Context: an optimization exercise on an open-source flow, tuned for small area, a short achievable clock period and few clock cycles per item. The choices shown serve that exercise and are no tape-out recipe.
Where RTL was checked, it was by simulation tests only, not by an equivalence proof against the original.
The RTL of runs 1 and 2 was laid out without a check of its function.
Power is estimated from default activity; no workload was simulated.

[flow/config.mk]
export PLATFORM = sky130hd
export DESIGN_NAME = CHIP
export DESIGN_NICKNAME = CHIP
export VERILOG_FILES = /design/flow/design.v
export SDC_FILE = /design/flow/constraint.sdc
export NUM_CORES = 4
export LEC_CHECK = 0
export CAP_MARGIN = 20
export CORE_MARGIN = 2
export CORE_UTILIZATION = 40
export SETUP_SLACK_MARGIN = 5
export SLEW_MARGIN = 20
export SYNTH_HIERARCHICAL = 1
export SYNTH_MINIMUM_KEEP_SIZE = 0
[flow/constraint.sdc]
create_clock -name core_clock -period 8.0 [get_ports {CLK}]
set_input_delay 1.6000 -clock core_clock [delete_from_list [all_inputs] [get_ports {CLK}]]
set_output_delay 1.6000 -clock core_clock [all_outputs]
set_load 0.01 [all_outputs]
[flow/design.v]
`timescale 1ns/1ps
module CHIP(CLK, RESET, ENABLE, DATA_IN, DATA_OUT, READY);
input           CLK;
input           RESET;
input           ENABLE;
input   [7:0]   DATA_IN;
output  [7:0]   DATA_OUT;
output          READY;
reg     [7:0]   DATA_OUT;
reg             READY;
reg     [4:0]   ph;
reg             stp;         
reg             st6;         
reg     [3:0]   one, two, neg;   
reg     [63:0]  A;
reg     [7:0]   bb;          
reg     [3:0]   eblo;        
reg     [53:0]  S;
reg     [53:0]  C;
reg     [7:0]   S_lo;
reg     [7:0]   C_lo;
reg             rcar;
reg             sticky;
reg     [7:0]   prev;
reg             p105;
reg     [10:0]  E;
reg             zf;
reg             nanf;
reg             sgn;
reg             fbnz;
reg             cy;
reg     [4:0]   ph_n;
always @(*) begin
    if (ph == 5'd0) ph_n = ENABLE ? 5'd1 : 5'd0;
    else if (ph == 5'd25) ph_n = 5'd0;
    else ph_n = ph + 5'd1;
end
always @(posedge CLK or posedge RESET) begin
    if (RESET) begin
        ph <= 5'd0;
        READY <= 1'b0;
    end else begin
        ph <= ph_n;
        READY <= (ph >= 5'd17) && (ph <= 5'd24);
    end
end
always @(posedge CLK) begin
    stp <= (ph_n >= 5'd9) && (ph_n <= 5'd15);
    st6 <= (ph_n == 5'd15);
end
always @(posedge CLK) begin
    if (ENABLE && ph[4:3] == 2'b00) A <= {DATA_IN, A[63:8]};
    bb <= DATA_IN;
    eblo <= bb[7:4];
end
wire        enc  = (ph >= 5'd8) && (ph <= 5'd14);
wire [7:0]  m_n  = enc ? ((ph == 5'd14) ? {4'b0001, DATA_IN[3:0]} : DATA_IN) : 8'd0;
wire [8:0]  mx   = {m_n, enc & (ph != 5'd8) & bb[7]};
wire [54:0] am   = {1'b0, 1'b1, A[51:0], 1'b0};    
reg  [3:0]  one_n, two_n, neg_n;
integer k;
always @(*) begin
    for (k = 0; k < 4; k = k + 1) begin
        one_n[k] = mx[2*k+1] ^ mx[2*k];
        two_n[k] = (mx[2*k+2] & ~mx[2*k+1] & ~mx[2*k]) | (~mx[2*k+2] & mx[2*k+1] & mx[2*k]);
        neg_n[k] = mx[2*k+2] & ~(mx[2*k+1] & mx[2*k]);
    end
end
always @(posedge CLK) begin
    one <= one_n;
    two <= two_n;
    neg <= neg_n;
end
wire [3:0]  bias = {4{stp}} & ~neg;
wire [51:0] kc = 52'hAAAAAAAAAAAAB;
wire [53:0] x0 = (({54{one[0]}} & am[54:1]) | ({54{two[0]}} & am[53:0])) ^ {54{neg[0]}};
wire [53:0] x1 = (({54{one[1]}} & am[54:1]) | ({54{two[1]}} & am[53:0])) ^ {54{neg[1]}};
wire [53:0] x2 = (({54{one[2]}} & am[54:1]) | ({54{two[2]}} & am[53:0])) ^ {54{neg[2]}};
wire [53:0] x3 = ((({54{one[3]}} & am[54:1]) | ({54{two[3]}} & am[53:0])) ^ {54{neg[3]}})
                 | {2'b00, {52{st6}} & kc};
wire [61:0] Sn, Cn;
wire s1, c2, s3, c4, s5, c6, s7, c8, s9, c10, s11, c12, s13, c14, s15, c16, s17, c18, s19, c20, s21, c22, s23, c24, s25, c26, s27, c28, s29, c30, s31, c32, s33, c34, s35, c36, s37, c38, s39, c40, s41, c42, s43, c44, s45, c46, s47, c48, s49, c50, s51, c52, s53, c54, s55, c56, s57, c58, s59, c60, s61, c62, s63, c64, s65, c66, s67, c68, s69, c70, s71, c72, s73, c74, s75, c76, s77, c78, s79, c80, s81, c82, s83, c84, s85, c86, s87, c88, s89, c90, s91, c92, s93, c94, s95, c96, s97, c98, s99, c100, s101, c102, s103, c104, s105, c106, s107, c108, s109, c110, s111, c112, s113, c114, s115, c116, s117, c118, s119, c120, s121, c122, s123, c124, s125, c126, s127, c128, s129, c130, s131, c132, s133, c134, s135, c136, s137, c138, s139, c140, s141, c142, s143, c144, s145, c146, s147, c148, s149, c150, s151, c152, s153, c154, s155, c156, s157, c158, s159, c160, s161, c162, s163, c164, s165, c166, s167, c168, s169, c170, s171, c172, s173, c174, s175, c176, s177, c178, s179, c180, s181, c182, s183, c184, s185, c186, s187, c188, s189, c190, s191, c192, s193, c194, s195, c196, s197, c198, s199, c200, s201, c202, s203, c204, s205, c206, s207, c208, s209, c210, s211, c212, s213, c214, s215, c216, s217, c218, s219, c220, s221, c222, s223, c224, s225, c226, s227, c228, s229, c230, s231, c232, s233, c234, s235, c236, s237, c238, s239, c240, s241, c242, s243, c244, s245, c246, s247, c248, s249, c250, s251, c252, s253, c254, s255, c256, s257, c258, s259, c260, s261, c262, s263, c264, s265, c266, s267, c268, s269, c270, s271, c272, s273, c274, s275, c276, s277, c278, s279, c280, s281, c282, s283, c284, s285, c286, s287, c288, s289, c290, s291, c292, s293, c294, s295, c296, s297, c298, s299, c300, s301, c302, s303, c304, s305, c306, s307, c308, s309, c310, s311, c312, s313, c314, s315, c316, s317, c318, s319, c320, s321, c322, s323, c324, s325, c326, s327, c328, s329, c330, s331, c332, s333, c334, s335, c336, s337, c338, s339, c340, s341, c342, s343, c344, s345, c346, s347, c348, s349, c350, s351, c352, s353, c354, s355, c356, s357, c358, s359, c360, s361, c362, s363, c364, s365, c366, s367, c368, s369, c370, s371, c372, s373, c374, s375, c376, s377, c378, s379, c380, s381, c382, s383, c384, s385, c386, s387, c388, s389, c390, s391, c392, s393, c394, s395, c396, s397, c398, s399, c400, s401, c402, s403, c404, s405, c406, s407, c408, s409, c410, s411, c412, s413, c414, s415, c416, s417, c418, s419, c420, s421, c422, s423, c424, s425, c426;
fa u2 (.a(S[0]), .b(C[0]), .c(neg[0]), .s(s1), .co(c2));
fa u4 (.a(S[1]), .b(C[1]), .c(x0[1]), .s(s3), .co(c4));
fa u6 (.a(S[2]), .b(C[2]), .c(neg[1]), .s(s5), .co(c6));
fa u8 (.a(x0[2]), .b(x1[0]), .c(s5), .s(s7), .co(c8));
fa u10 (.a(S[3]), .b(C[3]), .c(x0[3]), .s(s9), .co(c10));
fa u12 (.a(x1[1]), .b(c6), .c(s9), .s(s11), .co(c12));
fa u14 (.a(S[4]), .b(C[4]), .c(neg[2]), .s(s13), .co(c14));
fa u16 (.a(x0[4]), .b(x1[2]), .c(x2[0]), .s(s15), .co(c16));
fa u18 (.a(s13), .b(c10), .c(s15), .s(s17), .co(c18));
fa u20 (.a(S[5]), .b(C[5]), .c(x0[5]), .s(s19), .co(c20));
fa u22 (.a(x1[3]), .b(x2[1]), .c(c14), .s(s21), .co(c22));
fa u24 (.a(c16), .b(s19), .c(s21), .s(s23), .co(c24));
fa u26 (.a(S[6]), .b(C[6]), .c(neg[3]), .s(s25), .co(c26));
fa u28 (.a(x0[6]), .b(x1[4]), .c(x2[2]), .s(s27), .co(c28));
fa u30 (.a(x3[0]), .b(s25), .c(c20), .s(s29), .co(c30));
fa u32 (.a(s27), .b(c22), .c(s29), .s(s31), .co(c32));
fa u34 (.a(S[7]), .b(C[7]), .c(x0[7]), .s(s33), .co(c34));
fa u36 (.a(x1[5]), .b(x2[3]), .c(x3[1]), .s(s35), .co(c36));
fa u38 (.a(c26), .b(c28), .c(s33), .s(s37), .co(c38));
fa u40 (.a(s35), .b(c30), .c(s37), .s(s39), .co(c40));
fa u42 (.a(S[8]), .b(C[8]), .c(x0[8]), .s(s41), .co(c42));
fa u44 (.a(x1[6]), .b(x2[4]), .c(x3[2]), .s(s43), .co(c44));
fa u46 (.a(c34), .b(c36), .c(s41), .s(s45), .co(c46));
fa u48 (.a(s43), .b(c38), .c(s45), .s(s47), .co(c48));
fa u50 (.a(S[9]), .b(C[9]), .c(x0[9]), .s(s49), .co(c50));
fa u52 (.a(x1[7]), .b(x2[5]), .c(x3[3]), .s(s51), .co(c52));
fa u54 (.a(c42), .b(c44), .c(s49), .s(s53), .co(c54));
fa u56 (.a(s51), .b(c46), .c(s53), .s(s55), .co(c56));
fa u58 (.a(S[10]), .b(C[10]), .c(x0[10]), .s(s57), .co(c58));
fa u60 (.a(x1[8]), .b(x2[6]), .c(x3[4]), .s(s59), .co(c60));
fa u62 (.a(c50), .b(c52), .c(s57), .s(s61), .co(c62));
fa u64 (.a(s59), .b(c54), .c(s61), .s(s63), .co(c64));
fa u66 (.a(S[11]), .b(C[11]), .c(x0[11]), .s(s65), .co(c66));
fa u68 (.a(x1[9]), .b(x2[7]), .c(x3[5]), .s(s67), .co(c68));
fa u70 (.a(c58), .b(c60), .c(s65), .s(s69), .co(c70));
fa u72 (.a(s67), .b(c62), .c(s69), .s(s71), .co(c72));
fa u74 (.a(S[12]), .b(C[12]), .c(x0[12]), .s(s73), .co(c74));
fa u76 (.a(x1[10]), .b(x2[8]), .c(x3[6]), .s(s75), .co(c76));
fa u78 (.a(c66), .b(c68), .c(s73), .s(s77), .co(c78));
fa u80 (.a(s75), .b(c70), .c(s77), .s(s79), .co(c80));
fa u82 (.a(S[13]), .b(C[13]), .c(x0[13]), .s(s81), .co(c82));
fa u84 (.a(x1[11]), .b(x2[9]), .c(x3[7]), .s(s83), .co(c84));
fa u86 (.a(c74), .b(c76), .c(s81), .s(s85), .co(c86));
fa u88 (.a(s83), .b(c78), .c(s85), .s(s87), .co(c88));
fa u90 (.a(S[14]), .b(C[14]), .c(x0[14]), .s(s89), .co(c90));
fa u92 (.a(x1[12]), .b(x2[10]), .c(x3[8]), .s(s91), .co(c92));
fa u94 (.a(c82), .b(c84), .c(s89), .s(s93), .co(c94));
fa u96 (.a(s91), .b(c86), .c(s93), .s(s95), .co(c96));
fa u98 (.a(S[15]), .b(C[15]), .c(x0[15]), .s(s97), .co(c98));
fa u100 (.a(x1[13]), .b(x2[11]), .c(x3[9]), .s(s99), .co(c100));
fa u102 (.a(c90), .b(c92), .c(s97), .s(s101), .co(c102));
fa u104 (.a(s99), .b(c94), .c(s101), .s(s103), .co(c104));
fa u106 (.a(S[16]), .b(C[16]), .c(x0[16]), .s(s105), .co(c106));
fa u108 (.a(x1[14]), .b(x2[12]), .c(x3[10]), .s(s107), .co(c108));
fa u110 (.a(c98), .b(c100), .c(s105), .s(s109), .co(c110));
fa u112 (.a(s107), .b(c102), .c(s109), .s(s111), .co(c112));
fa u114 (.a(S[17]), .b(C[17]), .c(x0[17]), .s(s113), .co(c114));
fa u116 (.a(x1[15]), .b(x2[13]), .c(x3[11]), .s(s115), .co(c116));
fa u118 (.a(c106), .b(c108), .c(s113), .s(s117), .co(c118));
fa u120 (.a(s115), .b(c110), .c(s117), .s(s119), .co(c120));
fa u122 (.a(S[18]), .b(C[18]), .c(x0[18]), .s(s121), .co(c122));
fa u124 (.a(x1[16]), .b(x2[14]), .c(x3[12]), .s(s123), .co(c124));
fa u126 (.a(c114), .b(c116), .c(s121), .s(s125), .co(c126));
fa u128 (.a(s123), .b(c118), .c(s125), .s(s127), .co(c128));
fa u130 (.a(S[19]), .b(C[19]), .c(x0[19]), .s(s129), .co(c130));
fa u132 (.a(x1[17]), .b(x2[15]), .c(x3[13]), .s(s131), .co(c132));
fa u134 (.a(c122), .b(c124), .c(s129), .s(s133), .co(c134));
fa u136 (.a(s131), .b(c126), .c(s133), .s(s135), .co(c136));
fa u138 (.a(S[20]), .b(C[20]), .c(x0[20]), .s(s137), .co(c138));
fa u140 (.a(x1[18]), .b(x2[16]), .c(x3[14]), .s(s139), .co(c140));
fa u142 (.a(c130), .b(c132), .c(s137), .s(s141), .co(c142));
fa u144 (.a(s139), .b(c134), .c(s141), .s(s143), .co(c144));
fa u146 (.a(S[21]), .b(C[21]), .c(x0[21]), .s(s145), .co(c146));
fa u148 (.a(x1[19]), .b(x2[17]), .c(x3[15]), .s(s147), .co(c148));
fa u150 (.a(c138), .b(c140), .c(s145), .s(s149), .co(c150));
fa u152 (.a(s147), .b(c142), .c(s149), .s(s151), .co(c152));
fa u154 (.a(S[22]), .b(C[22]), .c(x0[22]), .s(s153), .co(c154));
fa u156 (.a(x1[20]), .b(x2[18]), .c(x3[16]), .s(s155), .co(c156));
fa u158 (.a(c146), .b(c148), .c(s153), .s(s157), .co(c158));
fa u160 (.a(s155), .b(c150), .c(s157), .s(s159), .co(c160));
fa u162 (.a(S[23]), .b(C[23]), .c(x0[23]), .s(s161), .co(c162));
fa u164 (.a(x1[21]), .b(x2[19]), .c(x3[17]), .s(s163), .co(c164));
fa u166 (.a(c154), .b(c156), .c(s161), .s(s165), .co(c166));
fa u168 (.a(s163), .b(c158), .c(s165), .s(s167), .co(c168));
fa u170 (.a(S[24]), .b(C[24]), .c(x0[24]), .s(s169), .co(c170));
fa u172 (.a(x1[22]), .b(x2[20]), .c(x3[18]), .s(s171), .co(c172));
fa u174 (.a(c162), .b(c164), .c(s169), .s(s173), .co(c174));
fa u176 (.a(s171), .b(c166), .c(s173), .s(s175), .co(c176));
fa u178 (.a(S[25]), .b(C[25]), .c(x0[25]), .s(s177), .co(c178));
fa u180 (.a(x1[23]), .b(x2[21]), .c(x3[19]), .s(s179), .co(c180));
fa u182 (.a(c170), .b(c172), .c(s177), .s(s181), .co(c182));
fa u184 (.a(s179), .b(c174), .c(s181), .s(s183), .co(c184));
fa u186 (.a(S[26]), .b(C[26]), .c(x0[26]), .s(s185), .co(c186));
fa u188 (.a(x1[24]), .b(x2[22]), .c(x3[20]), .s(s187), .co(c188));
fa u190 (.a(c178), .b(c180), .c(s185), .s(s189), .co(c190));
fa u192 (.a(s187), .b(c182), .c(s189), .s(s191), .co(c192));
fa u194 (.a(S[27]), .b(C[27]), .c(x0[27]), .s(s193), .co(c194));
fa u196 (.a(x1[25]), .b(x2[23]), .c(x3[21]), .s(s195), .co(c196));
fa u198 (.a(c186), .b(c188), .c(s193), .s(s197), .co(c198));
fa u200 (.a(s195), .b(c190), .c(s197), .s(s199), .co(c200));
fa u202 (.a(S[28]), .b(C[28]), .c(x0[28]), .s(s201), .co(c202));
fa u204 (.a(x1[26]), .b(x2[24]), .c(x3[22]), .s(s203), .co(c204));
fa u206 (.a(c194), .b(c196), .c(s201), .s(s205), .co(c206));
fa u208 (.a(s203), .b(c198), .c(s205), .s(s207), .co(c208));
fa u210 (.a(S[29]), .b(C[29]), .c(x0[29]), .s(s209), .co(c210));
fa u212 (.a(x1[27]), .b(x2[25]), .c(x3[23]), .s(s211), .co(c212));
fa u214 (.a(c202), .b(c204), .c(s209), .s(s213), .co(c214));
fa u216 (.a(s211), .b(c206), .c(s213), .s(s215), .co(c216));
fa u218 (.a(S[30]), .b(C[30]), .c(x0[30]), .s(s217), .co(c218));
fa u220 (.a(x1[28]), .b(x2[26]), .c(x3[24]), .s(s219), .co(c220));
fa u222 (.a(c210), .b(c212), .c(s217), .s(s221), .co(c222));
fa u224 (.a(s219), .b(c214), .c(s221), .s(s223), .co(c224));
fa u226 (.a(S[31]), .b(C[31]), .c(x0[31]), .s(s225), .co(c226));
fa u228 (.a(x1[29]), .b(x2[27]), .c(x3[25]), .s(s227), .co(c228));
fa u230 (.a(c218), .b(c220), .c(s225), .s(s229), .co(c230));
fa u232 (.a(s227), .b(c222), .c(s229), .s(s231), .co(c232));
fa u234 (.a(S[32]), .b(C[32]), .c(x0[32]), .s(s233), .co(c234));
fa u236 (.a(x1[30]), .b(x2[28]), .c(x3[26]), .s(s235), .co(c236));
fa u238 (.a(c226), .b(c228), .c(s233), .s(s237), .co(c238));
fa u240 (.a(s235), .b(c230), .c(s237), .s(s239), .co(c240));
fa u242 (.a(S[33]), .b(C[33]), .c(x0[33]), .s(s241), .co(c242));
fa u244 (.a(x1[31]), .b(x2[29]), .c(x3[27]), .s(s243), .co(c244));
fa u246 (.a(c234), .b(c236), .c(s241), .s(s245), .co(c246));
fa u248 (.a(s243), .b(c238), .c(s245), .s(s247), .co(c248));
fa u250 (.a(S[34]), .b(C[34]), .c(x0[34]), .s(s249), .co(c250));
fa u252 (.a(x1[32]), .b(x2[30]), .c(x3[28]), .s(s251), .co(c252));
fa u254 (.a(c242), .b(c244), .c(s249), .s(s253), .co(c254));
fa u256 (.a(s251), .b(c246), .c(s253), .s(s255), .co(c256));
fa u258 (.a(S[35]), .b(C[35]), .c(x0[35]), .s(s257), .co(c258));
fa u260 (.a(x1[33]), .b(x2[31]), .c(x3[29]), .s(s259), .co(c260));
fa u262 (.a(c250), .b(c252), .c(s257), .s(s261), .co(c262));
fa u264 (.a(s259), .b(c254), .c(s261), .s(s263), .co(c264));
fa u266 (.a(S[36]), .b(C[36]), .c(x0[36]), .s(s265), .co(c266));
fa u268 (.a(x1[34]), .b(x2[32]), .c(x3[30]), .s(s267), .co(c268));
fa u270 (.a(c258), .b(c260), .c(s265), .s(s269), .co(c270));
fa u272 (.a(s267), .b(c262), .c(s269), .s(s271), .co(c272));
fa u274 (.a(S[37]), .b(C[37]), .c(x0[37]), .s(s273), .co(c274));
fa u276 (.a(x1[35]), .b(x2[33]), .c(x3[31]), .s(s275), .co(c276));
fa u278 (.a(c266), .b(c268), .c(s273), .s(s277), .co(c278));
fa u280 (.a(s275), .b(c270), .c(s277), .s(s279), .co(c280));
fa u282 (.a(S[38]), .b(C[38]), .c(x0[38]), .s(s281), .co(c282));
fa u284 (.a(x1[36]), .b(x2[34]), .c(x3[32]), .s(s283), .co(c284));
fa u286 (.a(c274), .b(c276), .c(s281), .s(s285), .co(c286));
fa u288 (.a(s283), .b(c278), .c(s285), .s(s287), .co(c288));
fa u290 (.a(S[39]), .b(C[39]), .c(x0[39]), .s(s289), .co(c290));
fa u292 (.a(x1[37]), .b(x2[35]), .c(x3[33]), .s(s291), .co(c292));
fa u294 (.a(c282), .b(c284), .c(s289), .s(s293), .co(c294));
fa u296 (.a(s291), .b(c286), .c(s293), .s(s295), .co(c296));
fa u298 (.a(S[40]), .b(C[40]), .c(x0[40]), .s(s297), .co(c298));
fa u300 (.a(x1[38]), .b(x2[36]), .c(x3[34]), .s(s299), .co(c300));
fa u302 (.a(c290), .b(c292), .c(s297), .s(s301), .co(c302));
fa u304 (.a(s299), .b(c294), .c(s301), .s(s303), .co(c304));
fa u306 (.a(S[41]), .b(C[41]), .c(x0[41]), .s(s305), .co(c306));
fa u308 (.a(x1[39]), .b(x2[37]), .c(x3[35]), .s(s307), .co(c308));
fa u310 (.a(c298), .b(c300), .c(s305), .s(s309), .co(c310));
fa u312 (.a(s307), .b(c302), .c(s309), .s(s311), .co(c312));
fa u314 (.a(S[42]), .b(C[42]), .c(x0[42]), .s(s313), .co(c314));
fa u316 (.a(x1[40]), .b(x2[38]), .c(x3[36]), .s(s315), .co(c316));
fa u318 (.a(c306), .b(c308), .c(s313), .s(s317), .co(c318));
fa u320 (.a(s315), .b(c310), .c(s317), .s(s319), .co(c320));
fa u322 (.a(S[43]), .b(C[43]), .c(x0[43]), .s(s321), .co(c322));
fa u324 (.a(x1[41]), .b(x2[39]), .c(x3[37]), .s(s323), .co(c324));
fa u326 (.a(c314), .b(c316), .c(s321), .s(s325), .co(c326));
fa u328 (.a(s323), .b(c318), .c(s325), .s(s327), .co(c328));
fa u330 (.a(S[44]), .b(C[44]), .c(x0[44]), .s(s329), .co(c330));
fa u332 (.a(x1[42]), .b(x2[40]), .c(x3[38]), .s(s331), .co(c332));
fa u334 (.a(c322), .b(c324), .c(s329), .s(s333), .co(c334));
fa u336 (.a(s331), .b(c326), .c(s333), .s(s335), .co(c336));
fa u338 (.a(S[45]), .b(C[45]), .c(x0[45]), .s(s337), .co(c338));
fa u340 (.a(x1[43]), .b(x2[41]), .c(x3[39]), .s(s339), .co(c340));
fa u342 (.a(c330), .b(c332), .c(s337), .s(s341), .co(c342));
fa u344 (.a(s339), .b(c334), .c(s341), .s(s343), .co(c344));
fa u346 (.a(S[46]), .b(C[46]), .c(x0[46]), .s(s345), .co(c346));
fa u348 (.a(x1[44]), .b(x2[42]), .c(x3[40]), .s(s347), .co(c348));
fa u350 (.a(c338), .b(c340), .c(s345), .s(s349), .co(c350));
fa u352 (.a(s347), .b(c342), .c(s349), .s(s351), .co(c352));
fa u354 (.a(S[47]), .b(C[47]), .c(x0[47]), .s(s353), .co(c354));
fa u356 (.a(x1[45]), .b(x2[43]), .c(x3[41]), .s(s355), .co(c356));
fa u358 (.a(c346), .b(c348), .c(s353), .s(s357), .co(c358));
fa u360 (.a(s355), .b(c350), .c(s357), .s(s359), .co(c360));
fa u362 (.a(S[48]), .b(C[48]), .c(x0[48]), .s(s361), .co(c362));
fa u364 (.a(x1[46]), .b(x2[44]), .c(x3[42]), .s(s363), .co(c364));
fa u366 (.a(c354), .b(c356), .c(s361), .s(s365), .co(c366));
fa u368 (.a(s363), .b(c358), .c(s365), .s(s367), .co(c368));
fa u370 (.a(S[49]), .b(C[49]), .c(x0[49]), .s(s369), .co(c370));
fa u372 (.a(x1[47]), .b(x2[45]), .c(x3[43]), .s(s371), .co(c372));
fa u374 (.a(c362), .b(c364), .c(s369), .s(s373), .co(c374));
fa u376 (.a(s371), .b(c366), .c(s373), .s(s375), .co(c376));
fa u378 (.a(S[50]), .b(C[50]), .c(x0[50]), .s(s377), .co(c378));
fa u380 (.a(x1[48]), .b(x2[46]), .c(x3[44]), .s(s379), .co(c380));
fa u382 (.a(c370), .b(c372), .c(s377), .s(s381), .co(c382));
fa u384 (.a(s379), .b(c374), .c(s381), .s(s383), .co(c384));
fa u386 (.a(S[51]), .b(C[51]), .c(x0[51]), .s(s385), .co(c386));
fa u388 (.a(x1[49]), .b(x2[47]), .c(x3[45]), .s(s387), .co(c388));
fa u390 (.a(c378), .b(c380), .c(s385), .s(s389), .co(c390));
fa u392 (.a(s387), .b(c382), .c(s389), .s(s391), .co(c392));
fa u394 (.a(S[52]), .b(C[52]), .c(x0[52]), .s(s393), .co(c394));
fa u396 (.a(x1[50]), .b(x2[48]), .c(x3[46]), .s(s395), .co(c396));
fa u398 (.a(c386), .b(c388), .c(s393), .s(s397), .co(c398));
fa u400 (.a(s395), .b(c390), .c(s397), .s(s399), .co(c400));
fa u402 (.a(S[53]), .b(C[53]), .c(x0[53]), .s(s401), .co(c402));
fa u404 (.a(x1[51]), .b(x2[49]), .c(x3[47]), .s(s403), .co(c404));
fa u406 (.a(c394), .b(c396), .c(s401), .s(s405), .co(c406));
fa u408 (.a(s403), .b(c398), .c(s405), .s(s407), .co(c408));
fa u410 (.a(bias[0]), .b(x1[52]), .c(x2[50]), .s(s409), .co(c410));
fa u412 (.a(x3[48]), .b(c402), .c(c404), .s(s411), .co(c412));
fa u414 (.a(s409), .b(c406), .c(s411), .s(s413), .co(c414));
fa u416 (.a(x1[53]), .b(x2[51]), .c(x3[49]), .s(s415), .co(c416));
fa u418 (.a(c410), .b(s415), .c(c412), .s(s417), .co(c418));
fa u420 (.a(bias[1]), .b(x2[52]), .c(x3[50]), .s(s419), .co(c420));
fa u422 (.a(c416), .b(s419), .c(c418), .s(s421), .co(c422));
fa u424 (.a(x2[53]), .b(x3[51]), .c(c420), .s(s423), .co(c424));
fa u426 (.a(bias[2]), .b(x3[52]), .c(c424), .s(s425), .co(c426));
assign Sn = {1'b0, bias[3], x3[53], s425, c422, s421, c414, c408, c400, c392, c384, c376, c368, c360, c352, c344, c336, c328, c320, c312, c304, c296, c288, c280, c272, c264, c256, c248, c240, c232, c224, c216, c208, c200, c192, c184, c176, c168, c160, c152, c144, c136, c128, c120, c112, c104, c96, c88, c80, c72, c64, c56, c48, c40, c32, c24, c18, c12, c8, c4, c2, x0[0]};
assign Cn = {1'b0, 1'b0, c426, 1'b0, s423, 1'b0, s417, s413, s407, s399, s391, s383, s375, s367, s359, s351, s343, s335, s327, s319, s311, s303, s295, s287, s279, s271, s263, s255, s247, s239, s231, s223, s215, s207, s199, s191, s183, s175, s167, s159, s151, s143, s135, s127, s119, s111, s103, s95, s87, s79, s71, s63, s55, s47, s39, s31, s23, s17, s11, s7, s3, s1};
always @(posedge CLK) begin
    S <= Sn[61:8];
    C <= Cn[61:8];
    S_lo <= Sn[7:0];
    C_lo <= Cn[7:0];
end
wire        rcin = rcar & (ph != 5'd10);
wire [8:0]  rsum = {1'b0, S_lo} + {1'b0, C_lo} + {8'd0, rcin};
wire [7:0]  res  = rsum[7:0];
wire        rco  = rsum[8];
always @(posedge CLK) begin
    rcar <= rco;
    prev <= res;
    if (ph >= 5'd10 && ph <= 5'd15)
        sticky <= ((ph == 5'd10) ? 1'b0 : sticky) | (|res);
end
reg  [48:0] tg, tp;
integer l, q;
always @(*) begin
    tg = S[48:0] & C[48:0];
    tp = S[48:0] | C[48:0];
    for (l = 1; l < 64; l = l * 2)
        for (q = 0; q < 49; q = q + 1)
            if ((q % (2 * l)) == 0 && q + l < 49) begin
                tg[q] = tg[q + l] | (tp[q + l] & tg[q]);
                tp[q] = tp[q + l] & tp[q];
            end
end
wire        c49  = tg[0] | (tp[0] & rco);
wire        hs49 = S[49] ^ C[49] ^ c49;
wire        fa0 = ~|A[51:0];
wire        aE  = &A[62:52];
wire        aZ  = ~|A[62:52] & fa0;
wire [10:0] eb  = {bb[6:0], eblo};
wire        bE  = &eb;
wire        bZ  = ~|eb & ~fbnz;
wire        sa  = A[63];
wire        sb  = bb[7];
wire        s_n = aE ? (fa0 ? sa : ((bE & fbnz) ? sb : sa ^ sb))
                : bE ? (fbnz ? sb : (fa0 ? 1'b1 : sa ^ sb))
                : sa ^ sb;
always @(posedge CLK) begin
    if (stp)
        fbnz <= ((ph == 5'd9) ? 1'b0 : fbnz) | (|(st6 ? {4'd0, bb[3:0]} : bb));
    if (ph == 5'd16) begin
        p105 <= hs49;
        zf   <= aE | bE | aZ | bZ;
        nanf <= (aE & fa0) | (bE & ~fbnz);
        sgn  <= s_n;
        E    <= (aE | bE) ? 11'h7ff : (aZ | bZ) ? 11'd0 : A[62:52] + eb + 11'd1025;
    end else if (ph == 5'd17) begin
        E    <= E + {10'd0, p105 & ~zf};
    end
end
wire        ru1 = prev[4] & (prev[3] | prev[2] | prev[1] | prev[0] | sticky | prev[5]);
wire        ru0 = prev[3] & (prev[2] | prev[1] | prev[0] | sticky | prev[4]);
wire        ru  = p105 ? ru1 : ru0;
wire [7:0]  win = p105 ? {res[4:0], prev[7:5]} : {res[3:0], prev[7:4]};
wire        cin = (ph == 5'd17) ? ru : cy;
wire [7:0]  inc = win + {7'd0, cin};
always @(posedge CLK) begin
    cy <= cin & (&win);
    if (ph == 5'd24)
        DATA_OUT <= {sgn, E[10:4]};
    else if (ph == 5'd23)
        DATA_OUT <= {E[3:0], zf ? {nanf, 3'b000} : inc[3:0]};
    else
        DATA_OUT <= zf ? 8'd0 : inc;
end
endmodule
module fa(a, b, c, s, co);
input a, b, c;
output s, co;
assign s = a ^ b ^ c;
assign co = (a & b) | (a & c) | (b & c);
endmodule
[flow/run.sh]
#!/bin/bash
# synth_recipe.tcl (not shown) runs the flow's synth.tcl, then flattens the netlist and writes it again
# the make line also repeats each setting of config.mk as NAME=value (left out here)
make -C /OpenROAD-flow-scripts/flow DESIGN_CONFIG=/design/flow/config.mk WORK_HOME=/design/flow/orfs CLKGATE_MAP_FILE= SYNTH_SCRIPT=/design/flow/synth_recipe.tcl finish
==> results.cfg, run 1 <==
[outcome]
status = complete, no violations

[cts]
cts.clk_slew.worst_paths_ps = 60
cts_root_buf = clkbuf_16
h-tree-depth = 1
hold_buffers = 0
numCtsBuffers = 30
clock_latency_ps = 590
cts_sinks = 250
cts_tree = yes
cts_buffer_depth = 3

[sta]
slew_headroom = 0.276
drv_slew = 0
rsz0062_at_grt = true
hold_viol = 0
tightest_slew_ps = 1080
post-route-min-period_ps = 3320
finClkSkew_ps = 24.8
setup_viol = 0
final.period_utilization = 0.414
timing.setup.tns_ps = 0
fmax_mhz = 302

[placement]
hpwlAfterDp_um = 29700
gp_congestion = 0.851
dpl_cell_area_mm2 = 0.0179
io_buffers = 19
dp_cells = 2019

[logic_synthesis]
seq_area_frac_synth = 0.334
synthTopCellsByArea = fa_1, dfxtp_1, edfxtp_1
yosys_warnings = 7
yosysTopAreaCellShare = 0.247
synth-main-ff-cell = dfxtp_1
synthCells = 1547
ys_seq_elements = 250
syn_avg_cell_area_um2 = 11.3
mappedNetlistArea_mm2 = 0.0175
synth_cell_types = 68
synth_top_area_cell = fa_1
async_flop_share = 0.0240
synth-edff-count = 81

[critical_path]
critical_path.cell_chain = inv_2, nand2_4, nor2_4, nand3_2, and2_4, fa_2, fa_2, a211oi_2, nor2_2, o31a_1, o41ai_2, o21a_1, o32a_1, nand4_1
max_stage_delay_ps = 410
r2r_end = p105$_DFFE_PP_
r2r_slack_ps = 4680
end_kind = flip-flop
cp_common_cell = fa_2
crit_family = compound AO/OA/AOI/OAI gates
cp_max_fo = 3
cp.arrival_ps = 3640
critPathKind = reg -> reg
r2r_cells = 14
cp_data_required_time_ps = 8330
cp_slowest_cell = dfrtp_1
reg2reg_from = ph[4]$_DFF_PP0_
critical_path.startpoint_type = flip-flop
path_buf_inv = 1

[layout]
stdcell_area_mm2 = 0.0194
drive_above_1_share = 0.0845
final_common_cell = fa_1
stdcell_count = 2099
num_antenna_cells = 0
area_growth_pct = 10.7
final_util = 0.449
nNetsFinal = 1755
layout_common_cells = fa_1, a22oi_1, xnor2_1

[global_route]
grt_pass1_wl_um = 71300
grt_max_degree = 66
grt-ovfl-total = 0
grtUsageTotal = 0.201
grt_pass1_vias = 12500
antenna_found_initial = 0

[floorplan]
core_mm2 = 0.0432
initial_utilization = 0.406
io_pins = 20
fp.dieH_um = 213
dieArea_mm2 = 0.0455
rows = 76
fp.dieW_um = 213

[detailed_routing]
wl_um = 45700
via_per_inst = 5.74
post_drt_wl_per_cell_um = 21.8
drt_iter0_drc = 1099
num_vias = 12000
drtPass1Iterations = 7
drc_errors = 0
ant_nets = 0

[worst_hold_path]
holdPathEnd = eblo[1]$_DFF_P_
whs_path_depth = 0
min_from = bb[5]$_DFF_P_
worstHoldPathType = reg -> reg

[run]
maxCapViolCount = 0

[power]
powerDensity_mw_per_mm2 = 429
p_total_mw = 8.31
power.leakage_nw = 7.27
ir_worst_vdd_uv = 267
==> state kept, by name, summed over array words and instances, names as in the netlist, 5 cells and up <==
signal	cells
A	64
C	50
C_lo	8
DATA_OUT	8
E	11
S	53
S_lo	8
bb	8
ph	5
prev	8
==> cell families (layout without fill, tap and decap cells) <==
kind of cell | after synthesis | after routing | synth area share
AO/OA/AOI/OAI | 390 | 390 | 0.156
adder cells (fa/ha/maj) | 256 | 256 | 0.275
flip-flops | 250 | 250 | 0.334
AND/OR/NAND/NOR | 245 | 245 | 0.0741
XOR/XNOR | 244 | 244 | 0.122
buffers and inverters | 158 | 121 | 0.0371
multiplexers | 3 | 3 | 0.00179
other | 1 | 5 | 0.000214
==> per-layer routing <==
layer	up-vias	share of wire	GRT usage	wire length [um]
li1	5353	-	-	-
met1	6122	0.44	0.277	20200
met2	465	0.47	0.331	21600
met3	104	0.058	0.0303	2670
met4	0	0.029	0.0568	1310
met5	-	0	0	0
==> cell usage after synthesis (24+ instances only) <==
cell      instances
ha_1             38
nand2_1          41
o21ai_0          24
buf_1            33
fa_1            216
xor2_1           43
edfxtp_1         81
nor2_1           59
dfxtp_1         163
xnor2_1         201
nand2b_1         31
clkbuf_1         84
a21oi_1          65
a22oi_1         211
==> what timing repair did <==
action	CTS	global route
setup buffers	11	13
setup endpoints to repair	115	27
pin swaps	4	11
resized for setup	25	17
==> per-module statistics from Yosys, one instance, submodules excluded <==
module	cell area [um2]	cells inside
CHIP	13300	1334
fa	20.0	1
==> power breakdown <==
group / internal (mW) / total [mW] / switching [mW] / leakage, nW
Clock: 0.844 / 1.40 / 0.555 / 0.511
Sequential: 1.90 / 2.63 / 0.735 / 2.21
Combinational: 2.00 / 4.28 / 2.27 / 4.55
==> cell type report <==
cell class	instances	area, um2
clock buffer	47	910
sequential	250	5890
inverter	21	78.8
timing repair buffer	44	499
clock inverter	9	116
fill	3952	23800
multi-input combinational	1143	11200
tap	585	732
==> stage by stage <==
| stage | hold slack [ps] | worst slack [ps] |
|---|---|---|
| after floorplan | 373 | 4800 |
| after global placement | 405 | 4570 |
| after detailed placement | 409 | 4510 |
| after CTS | 407 | 4770 |
| after global routing | 417 | 4590 |
| final | 404 | 4680 |
==> worst max path at each step <==
stage	start	endpoint	depth (start not counted)
5_1_grt	ph[4]$_DFF_PP0_	p105$_DFFE_PP_	14
2_1_floorplan	ph[4]$_DFF_PP0_	sticky$_DFFE_PP_	11
6_report	ph[4]$_DFF_PP0_	p105$_DFFE_PP_	14
4_1_cts	ph[4]$_DFF_PP0_	sticky$_DFFE_PP_	13
3_5_place_dp	ph[4]$_DFF_PP0_	p105$_DFFE_PP_	14
3_3_place_gp	ph[4]$_DFF_PP0_	p105$_DFFE_PP_	14
==> run 2, diff against run 1 <==
--- a/flow/config.mk
+++ b/flow/config.mk
@@ -10,3 +10,2 @@
 export CORE_UTILIZATION = 40
-export SETUP_SLACK_MARGIN = 5
 export SLEW_MARGIN = 20
==> run 2 against run 1 <==
Effect of this change: flip-flop and latch count did not move; critical path depth decreased by 1; via count decreased by 3.0%; utilization fell by 0.89 points; register-to-register slack worse by 290 ps; final area fell by 2.0%; first-iteration DRC count down 7.1%; highest routed layer unchanged.
==> results.cfg, run 2 <==
[logic_synthesis]
synth-main-ff-cell = dfxtp_1
synth-edff-count = 81
synth_top_area_cell = fa_1
yosysTopAreaCellShare = 0.247
synth_commonest_cells = fa_1, a22oi_1, xnor2_1
async_flop_share = 0.0240
syn_avg_cell_area_um2 = 11.3
synthTopCellsByArea = fa_1, dfxtp_1, edfxtp_1
yosys_warnings = 7
synth_cell_types = 68
mappedNetlistArea_mm2 = 0.0175
seq_area_frac_synth = 0.334
ys_seq_elements = 250
synthCells = 1547
yosysMostFrequentCell = fa_1

[critical_path]
reg2reg_from = ph[4]$_DFF_PP0_
r2r_cells = 13
cp_max_fo = 8
r2r_end = sticky$_DFFE_PP_
critPathKind = reg -> reg
end_kind = flip-flop
cp.arrival_ps = 3920
cp_data_required_time_ps = 8320
r2r_slack_ps = 4400
critical_path.startpoint_type = flip-flop

[floorplan]
io_pins = 20
core_mm2 = 0.0432
dieArea_mm2 = 0.0455
fp.dieH_um = 213
fp.dieW_um = 213
initial_utilization = 0.406
rows = 76

[layout]
stdcell_count = 2079
num_antenna_cells = 0
layout_common_cells = fa_1, a22oi_1, xnor2_1
top_register = A
fillers = 4047
largest_reg_flops = 64
top_regs = A (64), S (53), C (50)
stdcell_area_mm2 = 0.0190
drive_above_1_share = 0.0589
final_common_cell = fa_1
area_growth_pct = 8.51
nNetsFinal = 1735

[power]
power.leakage_nw = 7.07
ir_worst_vdd_uv = 251
powerDensity_mw_per_mm2 = 429

[sta]
tightest_slew_ps = 1170
finClkSkew_ps = 13.3
fmax_mhz = 278
fin_hold_ws_ps = 421
drv_slew = 0
rsz0062_at_grt = false
setup_viol = 0
timing.setup.tns_ps = 0
final.period_utilization = 0.450
hold_viol = 0
fin_ws_ps = 4400
post-route-min-period_ps = 3600
slew_headroom = 0.219

[cts]
h-tree-depth = 1
numCtsBuffers = 30
cts_root_buf = clkbuf_16
cts-resized-gates = 0
hold_buffers = 0
cts_setup_buffers = 0
clock_latency_ps = 580
cts_buffer_depth = 3
cts.clk_slew.worst_paths_ps = 60
cts_tree = yes
cts_sinks = 250

[detailed_routing]
ant_nets = 0
drtPass1Iterations = 5
drt_iter0_drc = 1021
post_drt_wl_per_cell_um = 20.5
wl_um = 42600
num_vias = 11700
drc_errors = 0
via_per_inst = 5.62

[run]
maxCapViolCount = 0

[placement]
gp_congestion = 0.843
dpl_cell_area_mm2 = 0.0180
io_buffers = 19
post-place-ws_ps = 4440
dp_cells = 2023
hpwlAfterDp_um = 29900

[global_route]
grt-ovfl-total = 0
grt_pass1_wl_um = 69400
grt_pass1_vias = 12200
antenna_found_initial = 0
grtUsageTotal = 0.195
grt_max_degree = 66

[worst_hold_path]
holdPathEnd = eblo[3]$_DFF_P_
worstHoldPathType = reg -> reg
whs_path_depth = 0
min_from = bb[7]$_DFF_P_

[outcome]
status = complete, no violations
-- run 2: cell type report --
cell class / count / area [um2] / share of cell area
Timing Repair Buffer: 24 / 240 / 0.0126
Sequential cell: 250 / 5880 / 0.309
Inverter: 21 / 78.8 / 0.00415
Multi-Input combinational cell: 1143 / 11000 / 0.581
Clock buffer: 34 / 776 / 0.0408
Tap cell: 585 / 732 / 0.0385
Clock inverter: 22 / 265 / 0.0140
-- run 2: layer usage --
layer	vias to the layer above	part of all wire	global-route usage
li1	5312	-	-
met1	5953	0.45	0.276
met2	352	0.47	0.315
met3	65	0.052	0.0232
met4	0	0.029	0.0615
met5	-	0	0
-- run 2: how the worst max path moves through the flow --
stage	startpoint	end	slack, ps	cells after the start
final	ph[4]$_DFF_PP0_	sticky$_DFFE_PP_	4400	13
after global routing	ph[4]$_DFF_PP0_	sticky$_DFFE_PP_	4100	13
after CTS	ph[4]$_DFF_PP0_	sticky$_DFFE_PP_	4430	13
after detailed placement	ph[4]$_DFF_PP0_	sticky$_DFFE_PP_	4440	13
after global placement	ph[4]$_DFF_PP0_	sticky$_DFFE_PP_	4470	13
after floorplan	ENABLE	stp$_DFF_P_	4330	4
-- run 2: critical path: stages, from the launching register on --
cell      delay (ps)
dfrtp_1          420
inv_2            140
nand2_1           90
nor2_1           150
nand3_1          130
and2_1           200
fa_1             400
fa_1             450
a211oi_1         220
nor2_1           100
o21ai_0          170
a21oi_1          100
or4_1            480
or3_1            310
-- run 2: cells by family after synthesis --
family,share of synthesized area
fa+ha+maj,0.275
mux,0.00179
simple gates,0.0741
other cells,0.000214
compound gates,0.156
flops,0.334
xor+xnor,0.122
buf+inv,0.0371
-- run 2: stage by stage --
stage,power (mW),utilization
2_1_floorplan,5.33,-
3_3_place_gp,6.67,0.416
3_5_place_dp,6.77,0.416
4_1_cts,8.25,0.440
5_1_grt,8.89,0.440
6_report,8.15,0.440
-- run 2: Yosys stat by module (local to each module, per instance) --
module | times used | area, um2 | cells inside | flops+latches
CHIP | 1 | 13300 | 1334 | 250
fa | 213 | 20.0 | 1 | 0
-- run 2: power by group --
group / switching [mW] / internal, mW / total (mW)
combinational: 2.15 / 1.92 / 4.07
clock: 0.583 / 0.837 / 1.42
sequential: 0.759 / 1.89 / 2.65
total: 3.49 / 4.65 / 8.15
==> run 3, diff against run 2 <==
--- a/flow/design.v
+++ b/flow/design.v
@@ -14,2 +14,14 @@
 reg     [3:0]   one, two, neg;   
+reg     [3:0]   onb, twb, ngb;   
+reg             lo8;         
+reg             enc;         
+reg             e8;          
+reg             e14;         
+reg             st0;         
+reg             r10;         
+reg             stk;         
+reg             x16;         
+reg             x17;         
+reg             o23;         
+reg             o24;         
 reg     [63:0]  A;
@@ -25,4 +37,6 @@
 reg             p105;
+reg             p105n;       
 reg     [10:0]  E;
 reg             zf;
+reg             ex;
 reg             nanf;
@@ -30,2 +44,5 @@
 reg             fbnz;
+reg             fa0;         
+reg             aE;          
+reg             aZe;         
 reg             cy;
@@ -38,10 +55,7 @@
 always @(posedge CLK or posedge RESET) begin
-    if (RESET) begin
-        ph <= 5'd0;
-        READY <= 1'b0;
-    end else begin
-        ph <= ph_n;
-        READY <= (ph >= 5'd17) && (ph <= 5'd24);
-    end
+    if (RESET) ph <= 5'd0;
+    else ph <= ph_n;
 end
+always @(posedge CLK)
+    READY <= ~RESET & (ph >= 5'd17) & (ph <= 5'd24);
 always @(posedge CLK) begin
@@ -49,5 +63,16 @@
     st6 <= (ph_n == 5'd15);
+    lo8 <= (ph_n < 5'd8);
+    enc <= (ph_n >= 5'd8) && (ph_n <= 5'd14);
+    e8  <= (ph_n == 5'd8);
+    e14 <= (ph_n == 5'd14);
+    st0 <= (ph_n == 5'd9);
+    r10 <= (ph_n == 5'd10);
+    stk <= (ph_n >= 5'd10) && (ph_n <= 5'd15);
+    x16 <= (ph_n == 5'd16);
+    x17 <= (ph_n == 5'd17);
+    o23 <= (ph_n == 5'd23);
+    o24 <= (ph_n == 5'd24);
 end
 always @(posedge CLK) begin
-    if (ENABLE && ph[4:3] == 2'b00) A <= {DATA_IN, A[63:8]};
+    if (ENABLE && lo8) A <= {DATA_IN, A[63:8]};
     bb <= DATA_IN;
@@ -55,5 +80,4 @@
 end
-wire        enc  = (ph >= 5'd8) && (ph <= 5'd14);
-wire [7:0]  m_n  = enc ? ((ph == 5'd14) ? {4'b0001, DATA_IN[3:0]} : DATA_IN) : 8'd0;
-wire [8:0]  mx   = {m_n, enc & (ph != 5'd8) & bb[7]};
+wire [7:0]  m_n  = enc ? (e14 ? {4'b0001, DATA_IN[3:0]} : DATA_IN) : 8'd0;
+wire [8:0]  mx   = {m_n, enc & ~e8 & bb[7]};
 wire [54:0] am   = {1'b0, 1'b1, A[51:0], 1'b0};    
@@ -72,9 +96,20 @@
     neg <= neg_n;
+    onb <= ~one_n;
+    twb <= ~two_n;
+    ngb <= ~neg_n;
 end
-wire [3:0]  bias = {4{stp}} & ~neg;
+wire [3:0]  bias = {4{stp}} & ngb;
 wire [51:0] kc = 52'hAAAAAAAAAAAAB;
-wire [53:0] x0 = (({54{one[0]}} & am[54:1]) | ({54{two[0]}} & am[53:0])) ^ {54{neg[0]}};
-wire [53:0] x1 = (({54{one[1]}} & am[54:1]) | ({54{two[1]}} & am[53:0])) ^ {54{neg[1]}};
-wire [53:0] x2 = (({54{one[2]}} & am[54:1]) | ({54{two[2]}} & am[53:0])) ^ {54{neg[2]}};
-wire [53:0] x3 = ((({54{one[3]}} & am[54:1]) | ({54{two[3]}} & am[53:0])) ^ {54{neg[3]}})
+function [53:0] brow;
+    input o, t, n, ob, tb, nb;
+    input [54:0] a;
+    begin
+        brow[26:0]  = (({27{o}} & a[27:1]) | ({27{t}} & a[26:0])) ^ {27{n}};
+        brow[53:27] = (({27{~ob}} & a[54:28]) | ({27{~tb}} & a[53:27])) ^ {27{~nb}};
+    end
+endfunction
+wire [53:0] x0 = brow(one[0], two[0], neg[0], onb[0], twb[0], ngb[0], am);
+wire [53:0] x1 = brow(one[1], two[1], neg[1], onb[1], twb[1], ngb[1], am);
+wire [53:0] x2 = brow(one[2], two[2], neg[2], onb[2], twb[2], ngb[2], am);
+wire [53:0] x3 = brow(one[3], two[3], neg[3], onb[3], twb[3], ngb[3], am)
                  | {2'b00, {52{st6}} & kc};
@@ -303,6 +338,6 @@
 end
-wire        rcin = rcar & (ph != 5'd10);
-wire [8:0]  rsum = {1'b0, S_lo} + {1'b0, C_lo} + {8'd0, rcin};
-wire [7:0]  res  = rsum[7:0];
-wire        rco  = rsum[8];
+wire        rcin = rcar & ~r10;
+wire [9:0]  rsum = {1'b0, S_lo, rcin} + {1'b0, C_lo, rcin};
+wire [7:0]  res  = rsum[8:1];
+wire        rco  = rsum[9];
 always @(posedge CLK) begin
@@ -310,13 +345,13 @@
     prev <= res;
-    if (ph >= 5'd10 && ph <= 5'd15)
-        sticky <= ((ph == 5'd10) ? 1'b0 : sticky) | (|res);
+    if (stk)
+        sticky <= (~r10 & sticky) | (|((S_lo ^ C_lo) ^ {S_lo[6:0] | C_lo[6:0], rcin}));
 end
-reg  [48:0] tg, tp;
+reg  [56:0] tg, tp;
 integer l, q;
 always @(*) begin
-    tg = S[48:0] & C[48:0];
-    tp = S[48:0] | C[48:0];
+    tg = {S[48:0], S_lo} & {C[48:0], C_lo};
+    tp = {S[48:0], S_lo} | {C[48:0], C_lo};
     for (l = 1; l < 64; l = l * 2)
-        for (q = 0; q < 49; q = q + 1)
-            if ((q % (2 * l)) == 0 && q + l < 49) begin
+        for (q = 0; q < 57; q = q + 1)
+            if ((q % (2 * l)) == 0 && q + l < 57) begin
                 tg[q] = tg[q + l] | (tp[q + l] & tg[q]);
@@ -325,7 +360,5 @@
 end
-wire        c49  = tg[0] | (tp[0] & rco);
+wire        c49  = tg[0] | (tp[0] & rcin);
 wire        hs49 = S[49] ^ C[49] ^ c49;
-wire        fa0 = ~|A[51:0];
-wire        aE  = &A[62:52];
-wire        aZ  = ~|A[62:52] & fa0;
+wire        aZ  = aZe & fa0;
 wire [10:0] eb  = {bb[6:0], eblo};
@@ -339,6 +372,10 @@
 always @(posedge CLK) begin
+    fa0 <= ~|A[51:0];
+    aE  <= &A[62:52];
+    aZe <= ~|A[62:52];
     if (stp)
-        fbnz <= ((ph == 5'd9) ? 1'b0 : fbnz) | (|(st6 ? {4'd0, bb[3:0]} : bb));
-    if (ph == 5'd16) begin
+        fbnz <= (~st0 & fbnz) | (|(st6 ? {4'd0, bb[3:0]} : bb));
+    if (x16) begin
         p105 <= hs49;
+        p105n <= ~hs49;
         zf   <= aE | bE | aZ | bZ;
@@ -346,5 +383,6 @@
         sgn  <= s_n;
-        E    <= (aE | bE) ? 11'h7ff : (aZ | bZ) ? 11'd0 : A[62:52] + eb + 11'd1025;
-    end else if (ph == 5'd17) begin
-        E    <= E + {10'd0, p105 & ~zf};
+        ex   <= aE | bE;
+        E    <= A[62:52] + eb;
+    end else if (x17) begin
+        E    <= ex ? 11'h7ff : zf ? 11'd0 : E + {1'b1, 8'd0, p105, ~p105};
     end
@@ -354,4 +392,4 @@
 wire        ru  = p105 ? ru1 : ru0;
-wire [7:0]  win = p105 ? {res[4:0], prev[7:5]} : {res[3:0], prev[7:4]};
-wire        cin = (ph == 5'd17) ? ru : cy;
+wire [7:0]  win = p105n ? {res[3:0], prev[7:4]} : {res[4:0], prev[7:5]};
+wire        cin = x17 ? ru : cy;
 wire [7:0]  inc = win + {7'd0, cin};
@@ -359,5 +397,5 @@
     cy <= cin & (&win);
-    if (ph == 5'd24)
+    if (o24)
         DATA_OUT <= {sgn, E[10:4]};
-    else if (ph == 5'd23)
+    else if (o23)
         DATA_OUT <= {E[3:0], zf ? {nanf, 3'b000} : inc[3:0]};
--- a/flow/config.mk
+++ b/flow/config.mk
@@ -9,3 +9,4 @@
 export CORE_MARGIN = 2
-export CORE_UTILIZATION = 40
+export CORE_UTILIZATION = 65
+export SETUP_SLACK_MARGIN = 5
 export SLEW_MARGIN = 20
==> run 3 against run 2 <==
Effect of this change: final area increased by 3.7%; wire length is 0.34% higher; synthesized area is 4.8% higher; critical path depth down 6; maximum frequency increased by 25%; worst hold slack got worse by 1.9 ps; register-to-register slack improved by 720 ps; combinational power grew 4%; die area is 35% lower; non-clock buffer count is 4 higher; final cell count shrank 3.4%; critical endpoint is now S[48]$_DFF_P_.
==> results.cfg, run 3 <==
[outcome]
status = complete, no violations

[logic_synthesis]
synthTopCellsByArea = fa_1, dfxtp_1, edfxtp_1
synth_top_area_cell = fa_1
yosysMostFrequentCell = fa_1
syn_avg_cell_area_um2 = 11.1
async_flop_share = 0.0180
synth-main-ff-cell = dfxtp_1
synth-edff-count = 83
synth_cell_types = 72
seq_area_frac_synth = 0.350
yosys_warnings = 7
synth_commonest_cells = fa_1, xnor2_1, dfxtp_1
ys_seq_elements = 278
mappedNetlistArea_mm2 = 0.0184
yosysTopAreaCellShare = 0.236
synthCells = 1656

[cts]
h-tree-depth = 1
cts_tree = yes
cts_sinks = 278
cts_buffer_depth = 3
cts.clk_slew.worst_paths_ps = 60
cts_setup_buffers = 0
cts_root_buf = clkbuf_16
numCtsBuffers = 31
clock_latency_ps = 580

[detailed_routing]
wl_um = 42700
ant_nets = 0
post_drt_wl_per_cell_um = 21.3
drtPass1Iterations = 5
via_per_inst = 6.21
drc_errors = 0
drt_iter0_drc = 1161
num_vias = 12500

[critical_path]
cp.arrival_ps = 3320
end_kind = flip-flop
r2r_cells = 7
r2r_slack_ps = 5120
startpoint = onb[3]$_DFF_P_
r2r_end = S[48]$_DFF_P_
cp_max_fo = 26
cp_data_required_time_ps = 8440
critical_path.startpoint_type = flip-flop
reg2reg_from = onb[3]$_DFF_P_
critPathCapture = S[48]$_DFF_P_
critPathKind = reg -> reg

[global_route]
grt_max_degree = 65
grt_util_met3 = 0.0336
grt_pass1_wl_um = 69100
grtUsageTotal = 0.301
grt.busiest_layer = met2
grt_pass1_vias = 12700
grtUsageMet2 = 0.489
antenna_found_initial = 0
grt-ovfl-total = 0
globalRouteMet1Util = 0.441

[floorplan]
dieArea_mm2 = 0.0296
rows = 61
io_pins = 20
core_mm2 = 0.0278
fp.dieW_um = 172
fp.dieH_um = 172
initial_utilization = 0.661

[sta]
slew_headroom = 0.252
timing.setup.tns_ps = 0
drv_slew = 0
hold_viol = 0
setup_viol = 0
final.period_utilization = 0.360
finClkSkew_ps = 21.3
post-route-min-period_ps = 2880
tightest_slew_ps = 1110
fmax_mhz = 347
rsz0062_at_grt = false

[layout]
layout_common_cells = fa_1, xnor2_1, dfxtp_1
stdcell_count = 2008
seqCellArea_mm2 = 0.00644
final_common_cell = fa_1
top_regs = A (64), S (53), C (50)
drive_above_1_share = 0.0571
fillers = 2048
nNetsFinal = 1869
num_antenna_cells = 0
largest_reg_flops = 64
area_growth_pct = 7.42
multiInputGateArea_mm2 = 0.0112
top_register = A

[power]
ir_worst_vdd_uv = 235
powerDensity_mw_per_mm2 = 430
power.leakage_nw = 7.64

[placement]
hpwlAfterDp_um = 30700
io_buffers = 19
gp_congestion = 0.881
dp_cells = 1950

[run]
maxCapViolCount = 0

[worst_hold_path]
min_from = bb[4]$_DFF_P_
worstHoldPathType = reg -> reg
run 3: changes by cell type after synthesis, sizes merged, moves of 6 or more:
cell / before / now
clkbuf: 84 / 77
a22oi: 211 / 111
nor2: 59 / 49
nor4: 20 / 28
dfxtp: 163 / 190
inv: 21 / 85
o21ai: 25 / 51
a21oi: 65 / 52
buf: 53 / 39
xnor2: 201 / 209
a211oi: 6 / 12
o22ai: 11 / 116
run 3: cell type report:
| cell class | instances | share of cell area |
|---|---|---|
| Timing Repair Buffer | 28 | 0.0125 |
| Clock buffer | 45 | 0.0459 |
| Clock inverter | 13 | 0.00761 |
| Inverter | 85 | 0.0162 |
| Tap cell | 378 | 0.0240 |
| Multi-Input combinational cell | 1181 | 0.567 |
| Sequential cell | 278 | 0.327 |
run 3: metal layers:
| metal | wire (um) | part of all wire | vias up |
|---|---|---|---|
| met4 | 844 | 0.020 | 0 |
| met1 | 18900 | 0.44 | 6291 |
| li1 | - | - | 5681 |
| met2 | 20400 | 0.48 | 436 |
| met3 | 2570 | 0.060 | 70 |
| met5 | 0 | 0 | - |
run 3: how the worst min path moves through the flow:
| stage | depth (start not counted) | end | slack [ps] |
|---|---|---|---|
| after floorplan | 0 | eblo[3]$_DFF_P_ | 370 |
| after global placement | 0 | eblo[0]$_DFF_P_ | 400 |
| after detailed placement | 0 | eblo[0]$_DFF_P_ | 410 |
| after CTS | 0 | eblo[0]$_DFF_P_ | 420 |
| after global routing | 0 | eblo[0]$_DFF_P_ | 430 |
| final | 0 | eblo[0]$_DFF_P_ | 420 |
run 3: cell families after synthesis:
kind of cell	after synthesis	share of synthesized area
xor gates and xnor gates	255	0.122
AOI/OAI and AO/OA	399	0.144
muxes	1	0.000545
and+or+nand+nor	264	0.0782
DFF	278	0.350
adders and majority gates	257	0.263
buffers and inverters	201	0.0418
other	1	0.000204
run 3: per-module statistics from Yosys, one instance, submodules excluded:
| module | times used | cell area, um2 | cells inside |
|---|---|---|---|
| CHIP | 1 | 14100 | 1443 |
| fa | 213 | 20.0 | 1 |
run 3: report_power, final:
part	total, mW	switching [mW]	internal (mW)
combinational	4.23	2.27	1.96
sequential	2.79	0.700	2.09
clock	1.45	0.597	0.858
total	8.47	3.56	4.91
run 3: worst max-delay path, stage by stage, from the launching register on:
cell      delay, ps
dfxtp_2         700
o22ai_1         190
xor2_1          170
nand2b_1         90
fa_1            380
fa_1            400
fa_1            390
fa_1            430
run 3: repair_timing:
action / 4_1_cts / 5_1_grt
gates resized for setup: 22 / 3
hold buffers: 0 / 0
setup endpoints to repair: 66 / 52
run 3: metrics by stage:
step / instance area [um2] / power, mW / util / hold slack (ps) / setup WS (ps)
after floorplan: 18400 / 5.72 / - / 372 / 5130
after global placement: 18700 / 6.86 / 0.672 / 402 / 4760
after detailed placement: 18700 / 7.00 / 0.672 / 408 / 4730
after CTS: 19700 / 8.50 / 0.710 / 420 / 5040
after global routing: 19700 / 9.23 / 0.710 / 425 / 5040
final: 19700 / 8.47 / 0.710 / 419 / 5120
Testbench counts of run 3, summed over its fixed seeds: cycles 9,984, items 384.
==> run 4, diff against run 3 <==
==> flow/flow/run.sh (new file) <==
#!/bin/bash
# Layout flow: the standard flow (standard.sh), unchanged for synthesis and
# floorplan/power grid, with these settings for the steps after synthesis:
#  - the delay cells (clkdlybuf4s*, dlygate4sd*, dlymetal6s*) join the platform's
#    don't-use list, so that port, fanout and repair buffers are plain buffers;
#  - timing repair may change a cell's footprint (MATCH_CELL_FOOTPRINT=0);
#  - timing repair aims 0.4 ns beyond the clock period (SETUP_SLACK_MARGIN=5.4)
#    using sizing, pin swaps and cloning only.
# Each step's output goes to a log file in the folder the flow runs in; ORFS keeps
# its own logs under orfs/logs.
set -euo pipefail
cd "$(dirname "$0")/.."
PLATFORM_DONT_USE="sky130_fd_sc_hd__probe_p_8 sky130_fd_sc_hd__probec_p_8 sky130_fd_sc_hd__lpflow_bleeder_1 sky130_fd_sc_hd__lpflow_clkbufkapwr_1 sky130_fd_sc_hd__lpflow_clkbufkapwr_16 sky130_fd_sc_hd__lpflow_clkbufkapwr_2 sky130_fd_sc_hd__lpflow_clkbufkapwr_4 sky130_fd_sc_hd__lpflow_clkbufkapwr_8 sky130_fd_sc_hd__lpflow_clkinvkapwr_1 sky130_fd_sc_hd__lpflow_clkinvkapwr_16 sky130_fd_sc_hd__lpflow_clkinvkapwr_2 sky130_fd_sc_hd__lpflow_clkinvkapwr_4 sky130_fd_sc_hd__lpflow_clkinvkapwr_8 sky130_fd_sc_hd__lpflow_decapkapwr_12 sky130_fd_sc_hd__lpflow_decapkapwr_3 sky130_fd_sc_hd__lpflow_decapkapwr_4 sky130_fd_sc_hd__lpflow_decapkapwr_6 sky130_fd_sc_hd__lpflow_decapkapwr_8 sky130_fd_sc_hd__lpflow_inputiso0n_1 sky130_fd_sc_hd__lpflow_inputiso0p_1 sky130_fd_sc_hd__lpflow_inputiso1n_1 sky130_fd_sc_hd__lpflow_inputiso1p_1 sky130_fd_sc_hd__lpflow_inputisolatch_1 sky130_fd_sc_hd__lpflow_isobufsrc_1 sky130_fd_sc_hd__lpflow_isobufsrc_16 sky130_fd_sc_hd__lpflow_isobufsrc_2 sky130_fd_sc_hd__lpflow_isobufsrc_4 sky130_fd_sc_hd__lpflow_isobufsrc_8 sky130_fd_sc_hd__lpflow_isobufsrckapwr_16 sky130_fd_sc_hd__lpflow_lsbuf_lh_hl_isowell_tap_1 sky130_fd_sc_hd__lpflow_lsbuf_lh_hl_isowell_tap_2 sky130_fd_sc_hd__lpflow_lsbuf_lh_hl_isowell_tap_4 sky130_fd_sc_hd__lpflow_lsbuf_lh_isowell_4 sky130_fd_sc_hd__lpflow_lsbuf_lh_isowell_tap_1 sky130_fd_sc_hd__lpflow_lsbuf_lh_isowell_tap_2 sky130_fd_sc_hd__lpflow_lsbuf_lh_isowell_tap_4"
DELAY_CELLS="sky130_fd_sc_hd__clkdlybuf4s15_1 sky130_fd_sc_hd__clkdlybuf4s15_2 sky130_fd_sc_hd__clkdlybuf4s18_1 sky130_fd_sc_hd__clkdlybuf4s18_2 sky130_fd_sc_hd__clkdlybuf4s25_1 sky130_fd_sc_hd__clkdlybuf4s25_2 sky130_fd_sc_hd__clkdlybuf4s50_1 sky130_fd_sc_hd__clkdlybuf4s50_2 sky130_fd_sc_hd__dlygate4sd1_1 sky130_fd_sc_hd__dlygate4sd2_1 sky130_fd_sc_hd__dlygate4sd3_1 sky130_fd_sc_hd__dlymetal6s2s_1 sky130_fd_sc_hd__dlymetal6s4s_1 sky130_fd_sc_hd__dlymetal6s6s_1"
bash standard.sh synth > synth.log 2>&1
bash standard.sh "DONT_USE_CELLS=$PLATFORM_DONT_USE $DELAY_CELLS" MATCH_CELL_FOOTPRINT=0 \
    SETUP_SLACK_MARGIN=5.4 SETUP_MOVE_SEQUENCE=sizeup,swap,clone finish > layout.log 2>&1
==> flow/standard.sh (new file) <==
#!/bin/bash
# synth_recipe.tcl (not shown) runs the flow's synth.tcl, then flattens the netlist and writes it again
# the make line also repeats each setting of config.mk as NAME=value (left out here)
make -C /OpenROAD-flow-scripts/flow DESIGN_CONFIG=/design/flow/config.mk WORK_HOME=/design/flow/orfs CLKGATE_MAP_FILE= SYNTH_SCRIPT=/design/flow/synth_recipe.tcl "${@:-finish}"
removed: flow/run.sh
==> run 4 against run 3 <==
Effect of this change: worst hold slack worse by 6.5 ps; sequential share of layout area down 0.32 points; clock skew down 6.8 ps; critical path type unchanged; critical endpoint is now C[20]$_DFF_P_.
==> results.cfg, run 4 <==
[outcome]
status = complete, no violations

[global_route]
grt_util_met3 = 0.0462
globalRouteMet1Util = 0.448
grtUsageTotal = 0.309
grt_pass1_wl_um = 70200
antenna_found_initial = 0
grt_pass1_vias = 12700
grt.busiest_layer = met2
grtUsageMet2 = 0.490
grt-ovfl-total = 0
grt_max_degree = 65

[detailed_routing]
drtPass1Iterations = 5
via_per_inst = 6.22
wl_um = 43900
num_vias = 12500
ant_nets = 0
drt_iter0_drc = 1330
drc_errors = 0
post_drt_wl_per_cell_um = 21.8

[worst_hold_path]
whs_path_depth = 0
min_from = bb[6]$_DFF_P_
holdPathEnd = eblo[2]$_DFF_P_
worstHoldPathType = reg -> reg

[cts]
clock_latency_ps = 520
cts_setup_buffers = 0
cts_tree = yes
cts_sinks = 278
hold_buffers = 0
h-tree-depth = 2
numCtsBuffers = 34
cts_root_buf = clkbuf_16
cts.clk_slew.worst_paths_ps = 60
cts_buffer_depth = 3

[sta]
slew_headroom = 0.314
fmax_mhz = 380
setup_viol = 0
hold_viol = 0
rsz0062_at_grt = true
tightest_slew_ps = 1030
final.period_utilization = 0.329
timing.setup.tns_ps = 0
finClkSkew_ps = 14.5
drv_slew = 0
post-route-min-period_ps = 2630

[critical_path]
end_kind = flip-flop
cp_data_required_time_ps = 8380
cp.arrival_ps = 3010
cp_max_fo = 26
r2r_end = C[20]$_DFF_P_
r2r_cells = 5
r2r_slack_ps = 5370
critPathKind = reg -> reg
reg2reg_from = onb[0]$_DFF_P_
critical_path.startpoint_type = flip-flop

[layout]
layout_common_cells = fa_1, xnor2_1, dfxtp_1
largest_reg_flops = 64
drive_above_1_share = 0.117
final_common_cell = fa_1
fillers = 1996
top_register = A
num_antenna_cells = 0
top_regs = A (64), S (53), C (50)
stdcell_area_mm2 = 0.0201
area_growth_pct = 9.67
nNetsFinal = 1873

[logic_synthesis]
synthTopCellsByArea = fa_1, dfxtp_1, edfxtp_1
yosysTopAreaCellShare = 0.236
synth_commonest_cells = fa_1, xnor2_1, dfxtp_1
yosys_warnings = 7
syn_avg_cell_area_um2 = 11.1
mappedNetlistArea_mm2 = 0.0184
ys_seq_elements = 278
seq_area_frac_synth = 0.350
synth_cell_types = 72
synth_top_area_cell = fa_1
yosysMostFrequentCell = fa_1
synth-main-ff-cell = dfxtp_1
async_flop_share = 0.0180
synth-edff-count = 83
synthCells = 1656

[power]
netSwitchingFraction = 0.418
p_comb_frac = 0.491
power.leakage_nw = 7.70
pwr-share-clk = 0.186
p_switching_mw = 3.67
seqPwrFrac = 0.323
ir_worst_vdd_uv = 254
powerDensity_mw_per_mm2 = 436
internal-power_mw = 5.11

[floorplan]
initial_utilization = 0.661
fp.dieW_um = 172
fp.dieH_um = 172
dieArea_mm2 = 0.0296
core_mm2 = 0.0278
io_pins = 20
rows = 61

[placement]
hpwlAfterDp_um = 31600
io_buffers = 19
dpl_cell_area_mm2 = 0.0185
gp_congestion = 0.900

[run]
maxCapViolCount = 0
==> run 4: worst max-delay path by stage <==
stage                               start                   to  slack [ps]  cells past startpoint
after floorplan            two[3]$_DFF_P_        C[13]$_DFF_P_        5400                      8
after global placement     neg[1]$_DFF_P_         C[5]$_DFF_P_        4340                      5
after detailed placement   neg[0]$_DFF_P_        C[18]$_DFF_P_        4320                      5
after CTS                 A[26]$_DFFE_PP_        C[19]$_DFF_P_        5290                      6
after global routing      p105n$_DFFE_PP_  DATA_OUT[6]$_DFF_P_        5270                     10
final                      onb[0]$_DFF_P_        C[20]$_DFF_P_        5370                      5
==> run 4: critical path: stages, from the launching register on <==
cell	delay [ps]
dfxtp_4	580
o22ai_2	150
xnor2_1	280
fa_1	480
fa_1	530
fa_2	460
==> run 4: what timing repair did <==
item	in CTS	in global routing
pin swaps	7	12
endpoints found under the setup margin	108	88
gates resized for setup	111	70
endpoints found under the hold margin	0	0
==> run 4: per-module statistics from Yosys (local to each module, per instance) <==
module  cells inside  copies in the design
CHIP            1443                     1
fa                 1                   213
==> run 4: per-layer routing <==
| layer | share of wire | vias to the layer above |
|---|---|---|
| met3 | 0.063 | 75 |
| met4 | 0.024 | 0 |
| met2 | 0.48 | 451 |
| met5 | 0 | - |
| met1 | 0.44 | 6281 |
| li1 | - | 5706 |
==> run 4: final cells by class <==
type	count	area, um2	area share
Clock buffer	41	970	0.0482
Clock inverter	21	241	0.0120
Inverter	85	332	0.0165
Multi-Input combinational cell	1181	11400	0.567
Sequential cell	278	6510	0.323
Tap cell	378	473	0.0235
Timing Repair Buffer	29	194	0.00963
==> run 4: power by group through the flow <==
stage               clock [mW]  combinational, mW  sequential (mW)
finish                    1.63               4.32             2.84
global placement             0               4.07             2.82
detailed placement           0               4.21             2.83
CTS                       1.66               4.28             2.82
floorplan                    0               3.30             2.43
global route              1.71               4.86             2.92
==> run 4: stage by stage <==
stage | power, mW | std cells | hold WS [ps] | utilization | setup WS [ps]
final | 8.79 | 2013 | 413 | 0.725 | 5370
after global routing | 9.49 | 2013 | 431 | 0.725 | 5270
after CTS | 8.76 | 2013 | 414 | 0.716 | 5290
after detailed placement | 7.04 | 1951 | 406 | 0.667 | 4320
after global placement | 6.89 | 1951 | 400 | 0.667 | 4340
after floorplan | 5.73 | 1660 | 372 | - | 5400
==> run 4: cell families (layout without fill, tap and decap cells) <==
group / count (synthesis) / count (layout) / share of synthesized area
buffers and inverters: 201 / 176 / 0.0418
adders and majority gates: 257 / 257 / 0.263
muxes: 1 / 1 / 0.000545
AOI/OAI and AO/OA: 399 / 399 / 0.144
and+or+nand+nor: 264 / 264 / 0.0782
other: 1 / 5 / 0.000204
DFF: 278 / 278 / 0.350
xor gates and xnor gates: 255 / 255 / 0.122
